Source: an optimization exercise on an open RTL-to-GDS flow (aim: small area and a short achievable clock period). Production flows keep margins and buffers that such runs may drop. In this exercise RTL edits were held to simulation tests only and were not proved equivalent to the original.

## cedar
// mbox
module mbox(clk, rst, op1, op2, mdsel, out);
  parameter XLEN = 32;
  input logic clk;
  input logic rst;
  input logic [(XLEN/2)-1:0] op1;
  input logic [(XLEN/2)-1:0] op2;
  input logic mdsel;
  output logic [XLEN-1:0] out;
  logic [15:0] a_n, b_n;    
  c_inv u1 (.a(op1[0]), .y(a_n[0]));
  c_inv u2 (.a(op2[0]), .y(b_n[0]));
  c_inv u3 (.a(op1[1]), .y(a_n[1]));
  c_inv u4 (.a(op2[1]), .y(b_n[1]));
  c_inv u5 (.a(op1[2]), .y(a_n[2]));
  c_inv u6 (.a(op2[2]), .y(b_n[2]));
  c_inv u7 (.a(op1[3]), .y(a_n[3]));
  c_inv u8 (.a(op2[3]), .y(b_n[3]));
  c_inv u9 (.a(op1[4]), .y(a_n[4]));
  c_inv u10 (.a(op2[4]), .y(b_n[4]));
  c_inv u11 (.a(op1[5]), .y(a_n[5]));
  c_inv u12 (.a(op2[5]), .y(b_n[5]));
  c_inv u13 (.a(op1[6]), .y(a_n[6]));
  c_inv u14 (.a(op2[6]), .y(b_n[6]));
  c_inv u15 (.a(op1[7]), .y(a_n[7]));
  c_inv u16 (.a(op2[7]), .y(b_n[7]));
  c_inv u17 (.a(op1[8]), .y(a_n[8]));
  c_inv u18 (.a(op2[8]), .y(b_n[8]));
  c_inv u19 (.a(op1[9]), .y(a_n[9]));
  c_inv u20 (.a(op2[9]), .y(b_n[9]));
  c_inv u21 (.a(op1[10]), .y(a_n[10]));
  c_inv u22 (.a(op2[10]), .y(b_n[10]));
  c_inv u23 (.a(op1[11]), .y(a_n[11]));
  ...
For scale: about 1900 cells after synthesis, ~32 flip-flops, about 67 I/O pins, ~14000 um^2 of cells after synthesis.
export LEC_CHECK = 0
export ABC_AREA = 1
export CAP_MARGIN = 20
export CORE_MARGIN = 2
export CORE_UTILIZATION = 65
export SLEW_MARGIN = 20
export SYNTH_HIERARCHICAL = 1
export SYNTH_MINIMUM_KEEP_SIZE = 0
create_clock -name core_clock -period 125.0 [get_ports {clk}]
run.sh (not shown) runs the stock make flow with config.mk's settings and CLKGATE_MAP_FILE= SYNTH_SCRIPT=/design/flow/synth_recipe.tcl, a recipe that flattens the netlist after the stock synthesis.
What sierra does differently from cedar at the input level:
==> flow/flow/run.sh (new file) <==
#!/bin/bash
# The standard layout with two changes:
#  - synthesis maps the logic with ABC using flow/abc.script (a yosys tcl
#    wrapper swaps the script; the rest of the standard synthesis is unchanged);
#  - plain buffers (buf_2) on the ports instead of the delay cell that
#    buffer_ports picks by default. Every port still gets a buffer.
set -euo pipefail
W=$(pwd)
cat > "$W/my_synth.tcl" <<EOT
proc abc {args} {
  set i [lsearch -exact \$args -script]
  if { \$i >= 0 } { lset args [expr {\$i+1}] $W/flow/abc.script }
  yosys abc {*}\$args
}
source $W/synth_recipe.tcl
EOT
sed "s#$W/synth_recipe.tcl#$W/my_synth.tcl#g" standard.sh > my_standard.sh
grep -q my_synth.tcl my_standard.sh
export BUFFER_PORTS_ARGS="-buffer_cell sky130_fd_sc_hd__buf_2"
bash my_standard.sh > standard.log 2>&1
==> flow/flow/abc.script (new file) <==
strash
dc2
dch
map -B 0.9
topo
stime -c
==> flow/standard.sh (new file) <==
#!/bin/bash
# synth_recipe.tcl (not shown) runs the flow's synth.tcl, then flattens the netlist and writes it again
# the make line also repeats each setting of config.mk as NAME=value (left out here)
make -C /OpenROAD-flow-scripts/flow DESIGN_CONFIG=/design/flow/config.mk WORK_HOME=/design/flow/orfs CLKGATE_MAP_FILE= SYNTH_SCRIPT=/design/flow/synth_recipe.tcl "${@:-finish}"
removed: flow/run.sh
--- outcome ---
- Compared to cedar, sierra has via density per instance 1.2% higher.
- The higher slack of the critical path of cedar and sierra is in cedar.
- Compared with cedar, sierra shows post-synthesis simple-gate area fraction lower by 5.3 points.
- Changes observed in sierra relative to cedar: design area went down 17%, minimum clock period after layout went up 8210 ps, synthesized area went down 18%.
Edits applied to the flow inputs when going from sierra to zinc:
Settings: an added GPL_TIMING_DRIVEN of 0.
==> flow/flow/abc.script <==
strash
dch
map
topo
stime -c
buffer -c
upsize -c
dnsize -c
### Flow results
Side by side, utilization turned out lower in zinc than in sierra.
Side by side, height of the die turned out higher in zinc than in sierra.
Looking at final HPWL from detailed placement, zinc sits 20% above sierra.

---

mbox again, from the RTL that the note above started with.
Settings: LEC_CHECK=0, ABC_AREA=1, CAP_MARGIN=20, CORE_MARGIN=2, CORE_UTILIZATION=65, SLEW_MARGIN=20, SYNTH_HIERARCHICAL=1, SYNTH_MINIMUM_KEEP_SIZE=0; clock period 125.0 ns.
standard.sh (not shown) runs the stock make flow with config.mk's settings and CLKGATE_MAP_FILE= SYNTH_SCRIPT=/design/flow/synth_recipe.tcl, a recipe that flattens the netlist after the stock synthesis.
==> flow/flow/run.sh <==
#!/bin/bash
# The standard layout, with plain buffers (buf_2) on the ports instead of the
# delay cell that buffer_ports picks by default. Every port still gets a buffer.
set -euo pipefail
export BUFFER_PORTS_ARGS="-buffer_cell sky130_fd_sc_hd__buf_2"
bash standard.sh > standard.log 2>&1
The starting point produced a clean layout.
Edit:
==> flow/flow/run.sh (replaced) <==
#!/bin/bash
# The standard layout with two changes:
#  - synthesis maps the logic with ABC using flow/abc.script (a yosys tcl
#    wrapper swaps the script; the rest of the standard synthesis is unchanged);
#  - plain buffers (buf_2) on the ports instead of the delay cell that
#    buffer_ports picks by default. Every port still gets a buffer.
set -euo pipefail
W=$(pwd)
cat > "$W/my_synth.tcl" <<EOT
proc abc {args} {
  set i [lsearch -exact \$args -script]
  if { \$i >= 0 } { lset args [expr {\$i+1}] $W/flow/abc.script }
  yosys abc {*}\$args
}
source $W/synth_recipe.tcl
EOT
sed "s#$W/synth_recipe.tcl#$W/my_synth.tcl#g" standard.sh > my_standard.sh
grep -q my_synth.tcl my_standard.sh
export BUFFER_PORTS_ARGS="-buffer_cell sky130_fd_sc_hd__buf_2"
bash my_standard.sh > standard.log 2>&1
==> flow/flow/abc.script (new file) <==
strash
dch
map -D 14000
topo
stime -c
upsize -c -D 14000
dnsize -c -D 14000
=> Fmax rises by 0.77%. Global-route usage rises by 0.36 points. Critical path depth falls by 43. Non-clock buffer count falls by 4.
Edit:
==> flow/flow/abc.script (replaced) <==
strash
dch
map -D 16000
topo
stime -c
buffer -c
upsize -c -D 16000
dnsize -c -D 16000
=> The changed run completed without violations. Setup slack loses 2300 ps. Design area shrinks slightly. Wire length barely changes. Global-route usage is about the same.
Edit:
==> flow/flow/abc.script (replaced) <==
strash
dch
map
topo
stime -c
buffer -c
upsize -c
dnsize -c
Settings changed: CORE_UTILIZATION 65 to 80, PLACE_DENSITY from default to 0.85.
Effect: The new run went through all stages and came out clean; global-route usage went up by 8.8 points; final area went up by 3.1%; area after synthesis went up by 4.6%; non-clock buffer count went down by 3; count of clock-buffer cells in the layout does not change; setup slack gets better by 1500 ps; die area went down by 15%; routed wire length went up by 11%; cell count went up by 0.73%; synthesized cell count went up by 3.7%.

---

mbox again, from the RTL that the note above started with.
## mbox
module mbox(clk, rst, op1, op2, mdsel, out);
  parameter XLEN = 32;
  input logic clk;
  input logic rst;
  input logic [(XLEN/2)-1:0] op1;
  input logic [(XLEN/2)-1:0] op2;
  input logic mdsel;
  output logic [XLEN-1:0] out;
  logic [15:0] a_n, b_n;    
  c_inv u1 (.a(op1[0]), .y(a_n[0]));
  c_inv u2 (.a(op2[0]), .y(b_n[0]));
  c_inv u3 (.a(op1[1]), .y(a_n[1]));
  c_inv u4 (.a(op2[1]), .y(b_n[1]));
  c_inv u5 (.a(op1[2]), .y(a_n[2]));
  c_inv u6 (.a(op2[2]), .y(b_n[2]));
  c_inv u7 (.a(op1[3]), .y(a_n[3]));
  c_inv u8 (.a(op2[3]), .y(b_n[3]));
  c_inv u9 (.a(op1[4]), .y(a_n[4]));
  c_inv u10 (.a(op2[4]), .y(b_n[4]));
  c_inv u11 (.a(op1[5]), .y(a_n[5]));
  c_inv u12 (.a(op2[5]), .y(b_n[5]));
  c_inv u13 (.a(op1[6]), .y(a_n[6]));
  c_inv u14 (.a(op2[6]), .y(b_n[6]));
  c_inv u15 (.a(op1[7]), .y(a_n[7]));
  c_inv u16 (.a(op2[7]), .y(b_n[7]));
  c_inv u17 (.a(op1[8]), .y(a_n[8]));
  c_inv u18 (.a(op2[8]), .y(b_n[8]));
  c_inv u19 (.a(op1[9]), .y(a_n[9]));
  c_inv u20 (.a(op2[9]), .y(b_n[9]));
  c_inv u21 (.a(op1[10]), .y(a_n[10]));
  c_inv u22 (.a(op2[10]), .y(b_n[10]));
  c_inv u23 (.a(op1[11]), .y(a_n[11]));
  c_inv u24 (.a(op2[11]), .y(b_n[11]));
  c_inv u25 (.a(op1[12]), .y(a_n[12]));
  c_inv u26 (.a(op2[12]), .y(b_n[12]));
  c_inv u27 (.a(op1[13]), .y(a_n[13]));
  c_inv u28 (.a(op2[13]), .y(b_n[13]));
  c_inv u29 (.a(op1[14]), .y(a_n[14]));
  ...
export LEC_CHECK = 0
export ABC_AREA = 1
export CAP_MARGIN = 20
export CORE_MARGIN = 2
export CORE_UTILIZATION = 65
export SLEW_MARGIN = 20
export SYNTH_HIERARCHICAL = 1
export SYNTH_MINIMUM_KEEP_SIZE = 0
create_clock -name core_clock -period 125.0 [get_ports {clk}]
==> flow/flow/run.sh <==
#!/bin/bash
# The standard layout with two changes:
#  - synthesis maps the logic with ABC using flow/abc.script (a yosys tcl
#    wrapper swaps the script; the rest of the standard synthesis is unchanged);
#  - plain buffers (buf_2) on the ports instead of the delay cell that
#    buffer_ports picks by default. Every port still gets a buffer.
set -euo pipefail
W=$(pwd)
cat > "$W/my_synth.tcl" <<EOT
proc abc {args} {
  set i [lsearch -exact \$args -script]
  if { \$i >= 0 } { lset args [expr {\$i+1}] $W/flow/abc.script }
  yosys abc {*}\$args
}
source $W/synth_recipe.tcl
EOT
sed "s#$W/synth_recipe.tcl#$W/my_synth.tcl#g" standard.sh > my_standard.sh
grep -q my_synth.tcl my_standard.sh
export BUFFER_PORTS_ARGS="-buffer_cell sky130_fd_sc_hd__buf_4"
bash my_standard.sh > standard.log 2>&1
==> flow/flow/abc.script <==
strash
dch
map
topo
stime -c
buffer -c
upsize -c
dnsize -c
Next try:
--- a/flow/flow/run.sh
+++ b/flow/flow/run.sh
@@ -17,4 +17,5 @@
 sed "s#$W/synth_recipe.tcl#$W/my_synth.tcl#g" standard.sh > my_standard.sh
 grep -q my_synth.tcl my_standard.sh
-export BUFFER_PORTS_ARGS="-buffer_cell sky130_fd_sc_hd__buf_4"
+export SETUP_SLACK_MARGIN=87
+export BUFFER_PORTS_ARGS="-buffer_cell sky130_fd_sc_hd__buf_2"
 bash my_standard.sh > standard.log 2>&1
What happened:
- fmax falls by 3.0%
- via count climbs by 22%
- global-route usage is higher by 4.8 points
- design area is higher by 20%
- wire length went up by 38%
- hold slack gains 63 ps
- sequential share of layout area decreases by 0.76 points
Next try:
--- a/flow/flow/run.sh
+++ b/flow/flow/run.sh
@@ -3,5 +3,5 @@
 #  - synthesis maps the logic with ABC using flow/abc.script (a yosys tcl
 #    wrapper swaps the script; the rest of the standard synthesis is unchanged);
-#  - plain buffers (buf_2) on the ports instead of the delay cell that
+#  - plain buffers (buf_4) on the ports instead of the delay cell that
 #    buffer_ports picks by default. Every port still gets a buffer.
 set -euo pipefail
@@ -17,5 +17,4 @@
 sed "s#$W/synth_recipe.tcl#$W/my_synth.tcl#g" standard.sh > my_standard.sh
 grep -q my_synth.tcl my_standard.sh
-export SETUP_SLACK_MARGIN=87
-export BUFFER_PORTS_ARGS="-buffer_cell sky130_fd_sc_hd__buf_2"
+export BUFFER_PORTS_ARGS="-buffer_cell sky130_fd_sc_hd__buf_4"
 bash my_standard.sh > standard.log 2>&1
==> flow/flow/abc.script (replaced) <==
strash
dch
map -D 14000
topo
stime -c
buffer -c
upsize -c -D 14000
dnsize -c -D 14000
Result: The changed run went through all stages and came out clean; via count came out lower by about a fifth; cell area came out lower by about a fifth; flip-flop and latch count stays the same; worst hold slack loses 62 ps; die area came out lower slightly; sequential share of layout area came out higher by 0.77 points; global-route usage came out lower by 4.7 points; final cell count came out lower by roughly a tenth; critical path depth came out higher by 4.
Next try:
--- a/flow/flow/run.sh
+++ b/flow/flow/run.sh
@@ -3,5 +3,5 @@
 #  - synthesis maps the logic with ABC using flow/abc.script (a yosys tcl
 #    wrapper swaps the script; the rest of the standard synthesis is unchanged);
-#  - plain buffers (buf_4) on the ports instead of the delay cell that
+#  - plain buffers (buf_2) on the ports instead of the delay cell that
 #    buffer_ports picks by default. Every port still gets a buffer.
 set -euo pipefail
@@ -17,4 +17,4 @@
 sed "s#$W/synth_recipe.tcl#$W/my_synth.tcl#g" standard.sh > my_standard.sh
 grep -q my_synth.tcl my_standard.sh
-export BUFFER_PORTS_ARGS="-buffer_cell sky130_fd_sc_hd__buf_4"
+export BUFFER_PORTS_ARGS="-buffer_cell sky130_fd_sc_hd__buf_2"
 bash my_standard.sh > standard.log 2>&1
==> flow/flow/abc.script (replaced) <==
strash
dch
map -D 15000
topo
stime -c
upsize -c -D 15000
dnsize -c -D 15000
Effect: The changed run passed the timing, DRC and antenna checks; via count goes down by 1.6%; cell count is lower by 1.2%; flip-flop and latch count is unchanged; design area shrinks by 2.7%; routed wire length drops by 4.2%; maximum frequency came out lower by 2.7%; non-clock buffer count is unchanged; core utilization is higher by 0.83 points; worst hold slack is better by 57 ps.

[re-timing with driven ports]
No port has a modelled driver above. Below, the same layouts with a new extraction and two added sets of constraints. Step 1 assumes that a clkbuf_16 drives the clock port and a buf_2 every other input. Step 2 moves the port delays by t, midway between the first and last clock arrival at a register: inputs arrive t later, outputs are due t later. That takes back most of the time a late clock gives input paths. Slacks: ideal ports / drivers / drivers and shift; pairs: ideal ports / drivers.
| run | t, ns | slack for setup (ns) | worst register clock-pin slew, ns | worst slew at a driven data input, ns | pins driven straight from the clock port |
|---|---|---|---|---|---|
| cedar | 0.332 | 81.615 / 81.610 / 81.278 | 0.07 / 0.07 | 0.07 | 1 |
| sierra | 0.325 | 73.401 / 73.413 / 73.088 | 0.06 / 0.06 | 0.05 | 1 |
| zinc | 0.330 | 82.848 / 82.863 / 82.533 | 0.07 / 0.07 | 0.07 | 1 |
| the first run of note 2 | 0.327 | 82.403 / 82.423 / 82.096 | 0.06 / 0.06 | 0.08 | 1 |
| the second run of note 2 | 0.349 | 82.726 / 82.750 / 82.401 | 0.07 / 0.07 | 0.07 | 1 |
| the third run of note 2 | 0.330 | 80.388 / 80.400 / 80.070 | 0.08 / 0.08 | 0.04 | 1 |
| the fourth run of note 2 | 0.326 | 81.900 / 81.906 / 81.580 | 0.06 / 0.06 | 0.04 | 1 |
| the first run of note 3 | 0.329 | 82.519 / 82.530 / 82.202 | 0.07 / 0.07 | 0.03 | 1 |
| the second run of note 3 | 0.332 | 81.225 / 81.225 / 80.894 | 0.07 / 0.07 | 0.20 | 1 |
| the third run of note 3 | 0.330 | 82.889 / 82.897 / 82.568 | 0.07 / 0.07 | 0.04 | 1 |
| the fourth run of note 3 | 0.332 | 81.714 / 81.735 / 81.403 | 0.06 / 0.06 | 0.06 | 1 |
After both steps setup and hold are still met in every run listed. For cedar, which loses most, drivers alone change the setup slack by -0.005 ns; drivers and shift together by -0.337 ns.
